Background: an optimization exercise with open tools, aiming at a short achievable clock period and few clock cycles. Do not read the settings as production practice.
RTL that was checked went through simulation tests only; none was proved equivalent to the original.
Power is estimated from default activity; no workload was simulated.

alpha:
// riscv_forwarding_pipeline
module riscv_forwarding_pipeline #(parameter INITIAL_PC = 32'h00400000)
(clk, rst, instruction, dReadData, PC, iMemRead, dAddress, dWriteData, MemRead, MemWrite);
Size in the first run: ~2,100 flip-flops, ~170 I/O pins, ~0.093 mm2 of cells after synthesis.
export LEC_CHECK = 0
export CAP_MARGIN = 20
export CORE_MARGIN = 2
export CORE_UTILIZATION = 40
export SETUP_SLACK_MARGIN = 4.4
export SLEW_MARGIN = 20
create_clock -name core_clock -period 7.0 [get_ports {clk}]
standard.sh (not shown) runs the stock make flow with config.mk's settings and CLKGATE_MAP_FILE= SYNTH_SCRIPT=/design/flow/synth_recipe.tcl, a recipe that flattens the netlist after the stock synthesis.
==> flow/flow/run.sh <==
#!/bin/bash
# Layout flow: the standard ORFS flow (standard.sh) with two changes:
#  - synthesis without ADDER_MAP_FILE, so Yosys does not extract full/half
#    adder cells and ABC maps the adders like the rest of the logic
#    (registers, their names and cell types are those of the standard
#    synthesis);
#  - the buffers that global placement puts on every input and output port
#    are buf_4 cells instead of the flow's default choice.
set -euo pipefail
bash standard.sh ADDER_MAP_FILE= "BUFFER_PORTS_ARGS=-buffer_cell sky130_fd_sc_hd__buf_4" finish > flow_make.log 2>&1
diff inputs: alpha => beta
-- flow/design.v --
<<< alpha, line 105
    logic        ex_add, ex_sub, ex_and, ex_or, ex_xor, ex_slt;
    logic        ex_cbr, ex_fix, ex_ld, ex_st, ex_wr, ex_go;
    logic [4:0]  ex_rd;
    logic        la0, la1, lb0, lb1, ls0, ls1;
>>> beta, line 105
    logic        ex_add, ex_sub, ex_and, ex_or, ex_xor, ex_slt;
    logic        ex_cbr, ex_fix, ex_ld, ex_st, ex_wr, ex_go;
    logic        ex_cbr_r, ex_fix_r, ex_ld_r, ex_st_r, ex_wr_r, ex_kill;
    logic [4:0]  ex_rd;
    logic        la0, la1, lb0, lb1, ls0, ls1;
<<< alpha, line 124
               .op_or(ex_or), .op_xor(ex_xor), .op_slt(ex_slt),
               .sum(ex_sum), .result(ex_result));
    assign ex_taken    = ex_cbr && (ex_a == ex_b);
    assign ex_redirect = ex_go && (ex_taken || ex_fix);
>>> beta, line 125
               .op_or(ex_or), .op_xor(ex_xor), .op_slt(ex_slt),
               .sum(ex_sum), .result(ex_result));
    assign ex_cbr = ex_cbr_r && !ex_kill;
    assign ex_fix = ex_fix_r && !ex_kill;
    assign ex_ld  = ex_ld_r  && !ex_kill;
    assign ex_st  = ex_st_r  && !ex_kill;
    assign ex_wr  = ex_wr_r  && !ex_kill;
    assign ex_taken    = ex_cbr && (ex_a == ex_b);
    assign ex_redirect = ex_go && (ex_taken || ex_fix);
<<< alpha, line 184
                       .regWriteData(wb_data), .regWrite(wb_wr), .regReadDataA(rf_a), .regReadDataB(rf_b));
    logic d_adv, d_redirect, d_mismatch;
    assign d_adv      = d_valid && !stall && !ex_redirect;    
    assign d_redirect = d_adv && !d_pred && d_dk;
    assign d_mismatch = d_pred && (instruction != d_pred_word || pc_d[31:TAG_HI+1] != d_pred_hi);
>>> beta, line 190
                       .regWriteData(wb_data), .regWrite(wb_wr), .regReadDataA(rf_a), .regReadDataB(rf_b));
    logic d_adv, d_redirect, d_mismatch;
    assign d_adv      = d_valid && !stall;
    assign d_redirect = d_adv && !d_pred && d_dk;
    assign d_mismatch = d_pred && (instruction != d_pred_word || pc_d[31:TAG_HI+1] != d_pred_hi);
<<< alpha, line 314
    always_ff @(posedge clk) begin
        if (rst) begin
            ex_cbr <= 1'b0; ex_fix <= 1'b0; ex_ld <= 1'b0; ex_st <= 1'b0; ex_wr <= 1'b0;
            ex_go <= 1'b1;
            la0 <= 1'b0; la1 <= 1'b0; lb0 <= 1'b0; lb1 <= 1'b0; ls0 <= 1'b0; ls1 <= 1'b0;
>>> beta, line 320
    always_ff @(posedge clk) begin
        if (rst) begin
            ex_cbr_r <= 1'b0; ex_fix_r <= 1'b0; ex_ld_r <= 1'b0; ex_st_r <= 1'b0; ex_wr_r <= 1'b0;
            ex_kill <= 1'b0;
            ex_go <= 1'b1;
            la0 <= 1'b0; la1 <= 1'b0; lb0 <= 1'b0; lb1 <= 1'b0; ls0 <= 1'b0; ls1 <= 1'b0;
<<< alpha, line 335
            ex_add <= d_add; ex_sub <= d_sub; ex_and <= d_and;
            ex_or  <= d_or;  ex_xor <= d_xor; ex_slt <= d_slt;
            ex_cbr <= d_adv && d_is_br && !d_dk;
            ex_fix <= d_adv && d_mismatch;
            ex_ld  <= d_adv && d_is_ld;
            ex_st  <= d_adv && d_is_st;
            ex_wr  <= d_adv && d_wr;
            ex_go  <= !(d_adv && (haz_one || haz_two));
        end
>>> beta, line 342
            ex_add <= d_add; ex_sub <= d_sub; ex_and <= d_and;
            ex_or  <= d_or;  ex_xor <= d_xor; ex_slt <= d_slt;
            ex_cbr_r <= d_adv && d_is_br && !d_dk;
            ex_fix_r <= d_adv && d_mismatch;
            ex_ld_r  <= d_adv && d_is_ld;
            ex_st_r  <= d_adv && d_is_st;
            ex_wr_r  <= d_adv && d_wr;
            ex_kill  <= ex_redirect;
            ex_go  <= !(d_adv && (haz_one || haz_two));
        end
==> summary.txt <==
Compared with alpha, in beta initial antenna violation count went down by 2, overall routed net length went up by 2.6%. Compared with alpha, in beta count of non-filler cells in the finished layout up 55, internal power shows a reduction of about 0.9%, post-layout total power went down by 0.14 mW.
Testbench counts of beta, summed over its fixed seeds: cycles 223,586.
For alpha, only the layout was checked, not whether the RTL still works.

* * *

== JK ==
riscv_forwarding_pipeline, a different RTL version from the one above (not shown whole).
For scale: ~6500 cells after synthesis.
clock: 7.0 ns
lec_check: 0
cap_margin: 20
core_margin: 2
core_utilization: 40
setup_slack_margin: 4.4
slew_margin: 20
synth_hierarchical: 1
synth_minimum_keep_size: 0
Scripts as last shown in full above: flow/flow/run.sh
Testbench counts of JK, summed over its fixed seeds: cycles 220,848.
Modified inputs, MS compared to JK
diff --git a/flow/design.v b/flow/design.v
--- a/flow/design.v
+++ b/flow/design.v
@@ -238,21 +238,21 @@
     inc_dec #(19, 5) ex_hi_id(.x(ex_pc[31:13]), .inc(ex_hi_inc), .dec(ex_hi_dec));
     assign ex_target = ex_fix    ? ex_pc :
                        ex_tgt_up ? {ex_hi_inc, ex_tgt_lo} :
                        ex_tgt_dn ? {ex_hi_dec, ex_tgt_lo} : {ex_pc[31:13], ex_tgt_lo};
     logic [31:2] pc_f_inc;
     inc_dec #(30, 5) pc_inc(.x(pc_f[31:2]), .inc(pc_f_inc), .dec());
     assign pc_seq    = btb_hit ? btb_t : {pc_f_inc, pc_f[1:0]};
-    assign pc_hold_f = rst ? INITIAL_PC : stall ? pc_f : pc_seq;
-    always_ff @(posedge clk)
-        pc_f <= exr ? ex_target : dr ? d_tgt : pc_hold_f;
     logic [31:0] pc_out;
-    assign pc_hold_o = rst ? INITIAL_PC : (stall && !stall2) ? pc_f : pc_seq;
-    always_ff @(posedge clk)
+    assign pc_hold_f = rst ? INITIAL_PC : stall ? pc_out : pc_seq;
+    assign pc_hold_o = rst ? INITIAL_PC : stall ? pc_f : pc_seq;
+    always_ff @(posedge clk) begin
+        pc_f   <= exr ? ex_target : dr ? d_tgt : pc_hold_f;
         pc_out <= exr ? ex_target : dr ? d_tgt : pc_hold_o;
+    end
     always_ff @(posedge clk) begin
         if (rst)
             bw_en <= 1'b0;
         else
             bw_en <= d_redirect && d_dk && d_hi_same;
         bw_tag  <= pc_d[TAG_HI:TAG_LO];
         bw_tgt  <= d_tgt;
### Flow results
Taking JK as the reference, in MS final cell area excluding filler cells down 1.7%; first-pass iteration count of the detailed router down 1; DRC marker count from the first detailed-route iteration up 8.9%; number of cell rows down 1; share of power burned in registers flat.
Looking at final critical-path share of the clock period across MS and JK, the one that comes out higher is MS.
Summary of MS over JK: first-pass GRT wire length decreased 0.31%; number of buffers inserted during clock tree synthesis decreased by about 1% relative to the old numbers; core utilization has decreased; share of the final layout cell area in multi-input gates -0.34 points; sum of routed wire segments on met1 dropped 2.3%.
Looking at portion of the layout cell area used by non-clock buffers, MS sits below JK.
Testbench counts of MS, summed over its fixed seeds: cycles 220,848.

* * *

riscv_forwarding_pipeline, a different RTL version from the one above (not shown whole).
Size: roughly 6,000 cells after synthesis, about 1,900 flip-flops, ~170 I/O pins, roughly 87,000 µm² of cells after synthesis.
==> flow/config.mk <==
export PLATFORM = sky130hd
export DESIGN_NAME = riscv_forwarding_pipeline
export DESIGN_NICKNAME = riscv_forwarding_pipeline
export VERILOG_FILES = /design/flow/design.v
export SDC_FILE = /design/flow/constraint.sdc
export NUM_CORES = 4
export LEC_CHECK = 0
export CAP_MARGIN = 20
export CORE_MARGIN = 2
export CORE_UTILIZATION = 40
export SETUP_SLACK_MARGIN = 4.4
export SLEW_MARGIN = 20
==> flow/constraint.sdc <==
create_clock -name core_clock -period 7.0 [get_ports {clk}]
set_input_delay 1.4000 -clock core_clock [delete_from_list [all_inputs] [get_ports {clk}]]
set_output_delay 1.4000 -clock core_clock [all_outputs]
set_load 0.01 [all_outputs]
Scripts as last shown in full above: flow/flow/run.sh
==> next run, changes <==
--- a/flow/design.v
+++ b/flow/design.v
@@ -181,23 +181,25 @@
     assign d_use1   = d_is_r || d_is_i || d_is_ld || d_is_st || (d_is_br && !d_dk);
     assign d_use2   = d_is_r || d_is_st || (d_is_br && !d_dk);
     assign d_wr     = (d_is_r || d_is_i || d_is_ld) && (d_rd != 5'd0);
     assign d_alusrc = d_is_i || d_is_ld || d_is_st;
     assign d_slow1  = d_use1 && !d_logic;
     assign d_slow2  = (d_is_r && !d_logic) || (d_is_br && !d_dk);
     assign d_iimm = {{20{instruction[31]}}, instruction[31:20]};
     assign d_simm = {{20{instruction[31]}}, instruction[31:25], instruction[11:7]};
     assign d_imm  = d_is_st ? d_simm : d_iimm;
-    logic d_hi_same;
+    logic       d_hi_same;
+    logic [10:0] d_tgt_f;
     assign d_boff = {instruction[31], instruction[7], instruction[30:25], instruction[11:8], 1'b0};
+    ks_add #(11, 4) tgt_fast(.a({1'b0, pc_d[9:0]}), .b({1'b0, d_boff[9:0]}), .cin(1'b0), .s(d_tgt_f));
     ks_add #(14, 4) tgt_add(.a({1'b0, pc_d[12:0]}), .b({1'b0, d_boff}), .cin(1'b0), .s(d_tgt_lo));
-    assign d_hi_same = (d_tgt_lo[13] == instruction[31]);
-    assign d_tgt     = {pc_d[31:13], d_tgt_lo[12:0]};
+    assign d_hi_same = (d_boff[12:10] == 3'b000 && !d_tgt_f[10]) || (d_boff[12:10] == 3'b111 && d_tgt_f[10]);
+    assign d_tgt     = {pc_d[31:10], d_tgt_f[9:0]};
     always_comb begin
         d_add = 1'b0; d_sub = 1'b0; d_and = 1'b0; d_or = 1'b0; d_xor = 1'b0; d_slt = 1'b0;
         if (d_is_r || d_is_i) begin
             case (d_f3)
                 3'b111: d_and = 1'b1;
                 3'b110: d_or  = 1'b1;
                 3'b100: d_xor = 1'b1;
                 3'b010: d_slt = 1'b1;
                 3'b000: if (d_is_r && instruction[31:25] == 7'b0100000) d_sub = 1'b1; else d_add = 1'b1;
Outcome:
- The changed run produced a clean layout
- cell area stays flat
- register-to-register slack is better by 0.08 ns
- critical path depth is lower by 1
- sequential power barely changes
- wire length is higher by 3.6%
- worst hold slack is worse by 0.019 ns
- non-clock buffer count fell by 27
- power hardly moves
- cell count went up by 3.1%
- count of clock-buffer cells in the layout drops by 8
- die area increases by 0.57%
- global-route usage goes up by 1.1 points
Testbench counts after the change, summed over its fixed seeds: cycles 220,848.
Only the layout flow was run in the first run of this note; the RTL was not checked for function there.

* * *

## the reference run
Another version of the RTL of riscv_forwarding_pipeline (not shown whole).
Size: ~2,100 flip-flops, ~170 I/O pins, roughly 94,000 um^2 of cells after synthesis.
export LEC_CHECK = 0
export CAP_MARGIN = 20
export CORE_MARGIN = 2
export CORE_UTILIZATION = 40
export SETUP_SLACK_MARGIN = 4.4
export SLEW_MARGIN = 20
create_clock -name core_clock -period 7.0 [get_ports {clk}]
Scripts as last shown in full above: flow/flow/run.sh
Having completed the whole flow, the reference run delivered a layout that passed the timing, design-rule and antenna checks.
Testbench counts of the reference run, summed over its fixed seeds: cycles 220,848.
For the trial run, these inputs were changed with respect to the reference run:
--- a/flow/design.v
+++ b/flow/design.v
@@ -31,57 +31,34 @@
     assign x = a ^ b;
     assign c = {g[L][W-2:0], cin};
     assign s = x ^ c;
 endmodule
 module alu(op1, op2, lop1, lop2, op_add, op_sub, op_and, op_or, op_xor, op_slt, sum, result);
     input  [31:0] op1, op2;          
     input  [31:0] lop1, lop2;        
     input         op_add, op_sub, op_and, op_or, op_xor, op_slt;
     output [31:0] sum;
     output [31:0] result;
     logic [31:0] diff;
     logic        lt;
-    assign sum  = op1 + op2;
-    assign diff = op1 - op2;
+    ks_add #(32) add_u(.a(op1), .b(op2),  .cin(1'b0), .s(sum));
+    ks_add #(32) sub_u(.a(op1), .b(~op2), .cin(1'b1), .s(diff));
     assign lt = (op1[31] ^ op2[31]) ? op1[31] : diff[31];
     assign result = ({32{op_add}} & sum)
                   | ({32{op_sub}} & diff)
                   | ({32{op_and}} & (lop1 & lop2))
                   | ({32{op_or}}  & (lop1 | lop2))
                   | ({32{op_xor}} & (lop1 ^ lop2))
                   | ({31'b0, op_slt & lt});
 endmodule
-module inc_dec #(parameter W = 30, parameter L = 5) (x, inc, dec);
-    input  [W-1:0] x;
-    output [W-1:0] inc, dec;
-    logic [W-1:0] one [0:L];         
-    logic [W-1:0] zer [0:L];         
-    always_comb begin
-        one[0] = {x[W-2:0], 1'b1};
-        zer[0] = {~x[W-2:0], 1'b1};
-        for (int l = 0; l < L; l++) begin
-            for (int i = 0; i < W; i++) begin
-                if (i >= (1 << l)) begin
-                    one[l+1][i] = one[l][i] & one[l][i - (1 << l)];
-                    zer[l+1][i] = zer[l][i] & zer[l][i - (1 << l)];
-                end else begin
-                    one[l+1][i] = one[l][i];
-                    zer[l+1][i] = zer[l][i];
-                end
-            end
-        end
-    end
-    assign inc = x ^ one[L];
-    assign dec = x ^ zer[L];
-endmodule
 `timescale 1 ns / 1 ps
 module regfile(clk, regAddrA, regAddrB, regAddrWrite, regWriteData, regWrite, regReadDataA, regReadDataB);
     input clk, regWrite;
     input [4:0] regAddrA, regAddrB, regAddrWrite;
     input [31:0] regWriteData;
     output logic [31:0] regReadDataA, regReadDataB;
     logic [31:0] register[31:1];
     always_ff@(posedge clk) begin
         if (regWrite && regAddrWrite != 5'd0)
             register[regAddrWrite] <= regWriteData;
     end
     assign regReadDataA = (regAddrA == 5'd0) ? 32'h0 : register[regAddrA];
@@ -246,27 +223,25 @@
             btb_t = btb_t | ({32{f_hitv[i]}} & btb_tgt[i]);
             btb_w = btb_w | ({32{f_hitv[i]}} & btb_word[i]);
             btb_h = btb_h | ({(31-TAG_HI){f_hitv[i]}} & btb_hi[i]);
         end
     end
     assign btb_hit = |f_hitv;
     assign d_redir_raw = d_valid && !d_pred && (d_dk || d_zt);
     logic        exr, dr;
     logic [31:0] ex_target, pc_hold_f, pc_hold_o;
     assign exr       = ex_redirect && !rst;
     assign dr        = d_redir_raw && !stall && !rst;
     assign ex_target = ex_fix ? ex_pc : ex_tgt;
-    logic [31:2] pc_f_inc;
-    inc_dec #(30, 5) pc_inc(.x(pc_f[31:2]), .inc(pc_f_inc), .dec());
-    assign pc_seq    = btb_hit ? btb_t : {pc_f_inc, pc_f[1:0]};
+    assign pc_seq    = btb_hit ? btb_t : pc_f + 32'd4;
     assign pc_hold_f = rst ? INITIAL_PC : stall ? pc_f : pc_seq;
     always_ff @(posedge clk)
         pc_f <= exr ? ex_target : dr ? d_tgt : pc_hold_f;
     logic [31:0] pc_out;
     assign pc_hold_o = rst ? INITIAL_PC : (stall && !stall2) ? pc_f : pc_seq;
     always_ff @(posedge clk)
         pc_out <= exr ? ex_target : dr ? d_tgt : pc_hold_o;
     always_ff @(posedge clk) begin
         if (rst)
             bw_en <= 1'b0;
         else
             bw_en <= d_redirect && d_dk;
@@ -281,39 +256,37 @@
             btb_ptr <= 2'd0;
         end else if (ex_redirect && ex_fix) begin
             btb_v   <= btb_v & ~ex_hitv;
         end else if (bw_en) begin
             btb_v[btb_ptr]    <= 1'b1;
             btb_tag[btb_ptr]  <= bw_tag;
             btb_tgt[btb_ptr]  <= bw_tgt;
             btb_word[btb_ptr] <= bw_word;
             btb_hi[btb_ptr]   <= bw_hi;
             btb_ptr           <= btb_ptr + 2'd1;
         end
     end
-    logic [31:13] pc_hi_inc, pc_hi_dec;
-    inc_dec #(19, 5) pc_hi_id(.x(pc_f[31:13]), .inc(pc_hi_inc), .dec(pc_hi_dec));
     always_ff @(posedge clk) begin
         if (rst) begin
             d_valid <= 1'b0;
             d_pred  <= 1'b0;
         end else if (!stall) begin
             d_valid <= !(ex_redirect || d_redirect);
             d_pred  <= btb_hit && !(ex_redirect || d_redirect);
             d_hitv  <= f_hitv;
         end
         if (!stall) begin
             pc_d        <= pc_f;
-            pc_d_hi_p1  <= pc_hi_inc;
-            pc_d_hi_m1  <= pc_hi_dec;
+            pc_d_hi_p1  <= pc_f[31:13] + 19'd1;
+            pc_d_hi_m1  <= pc_f[31:13] - 19'd1;
             d_pred_word <= btb_w;
             d_pred_hi   <= btb_h;
         end
     end
     always_ff @(posedge clk) begin
         if (stall) begin
             sh_m <= 1'b0;
             sh_w <= ex_wr && (ex_rd == mem_rd);
         end else begin
             sh_m <= d_adv && d_wr && ex_wr_r && (d_rd == ex_rd);
             sh_w <= (d_adv && d_wr && (d_rd == mem_rd)) || (ex_wr && (ex_rd == mem_rd));
         end
### Flow results
The reference run: full flow OK, the timing, design-rule and antenna checks passed
The trial run | stages: all done | timing, DRC, antenna: all pass
The lower global-route met2 utilization of the reference run and the trial run is in the reference run.
Routed metal-1 wire length, the reference run and the trial run: lower on the reference run
Comparing the reference run and the trial run, finished layout cell area is higher on the reference run.
Taking the reference run as the reference, in the trial run mux contribution to synthesized area moved up, combinational share of power went down by 0.9 points, clock skew fell by 0.018 ns.
In the flow results for the reference run and the trial run, the global-route wire length before repair is smaller on the reference run.
Summary: with the reference run as the reference, total power in the trial run moved down slightly.
Reported combinational group power (the trial run vs. the reference run) decreases by a few percent
Comparing the reference run and the trial run, critical path depth is lower on the trial run.
Comparing the two runs side by side, the trial run comes out ahead of the reference run on final setup slack of the worst path.
Testbench counts of the trial run, summed over its fixed seeds: cycles 220,848.

==> separate check: timing with driven ports <==
Ports are ideal in the flow. The routed layouts listed here were re-timed in OpenROAD.
Step 1, drivers: a clkbuf_16 drives clk and a buf_2 each remaining input, both assumed.
Step 2, shift: input delay + t, output delay - t, t = (earliest + latest rising clock arrival at the registers) / 2. This alone moves slack from input paths to output paths.
Three values: no drivers, after step 1, after step 2; two values: the first two.
| run | t (ns) | slack for setup (ns) | worst hold slack (ns) | worst setup path at the end | worst register clock-pin slew, ns |
|---|---|---|---|---|---|
| alpha | 0.944 | 3.748 / 3.465 / 2.521 | 0.358 / 0.358 / 0.358 | input to register | 0.07 / 0.07 |
| beta | 0.974 | 3.757 / 3.354 / 2.381 | 0.367 / 0.367 / 0.367 | input to register | 0.07 / 0.07 |
| JK | 0.952 | 3.899 / 3.612 / 2.660 | 0.401 / 0.401 / 0.401 | input to register | 0.07 / 0.07 |
| MS | 0.924 | 3.832 / 3.381 / 2.457 | 0.392 / 0.392 / 0.392 | input to register | 0.07 / 0.07 |
| the first run of note 3 | 0.935 | 3.808 / 3.405 / 2.470 | 0.419 / 0.419 / 0.419 | input to register | 0.07 / 0.07 |
| the second run of note 3 | 0.952 | 3.902 / 3.499 / 2.547 | 0.399 / 0.399 / 0.399 | input to register | 0.07 / 0.07 |
| the reference run | 0.964 | 3.698 / 3.312 / 2.349 | 0.396 / 0.396 / 0.396 | input to register | 0.07 / 0.07 |
| the trial run | 0.948 | 3.820 / 3.396 / 2.448 | 0.394 / 0.394 / 0.394 | input to register | 0.07 / 0.07 |
After both steps setup and hold are still met in every run listed. The setup slack of beta, which loses most, moves by -0.403 ns with the drivers and by -1.376 ns with both steps.
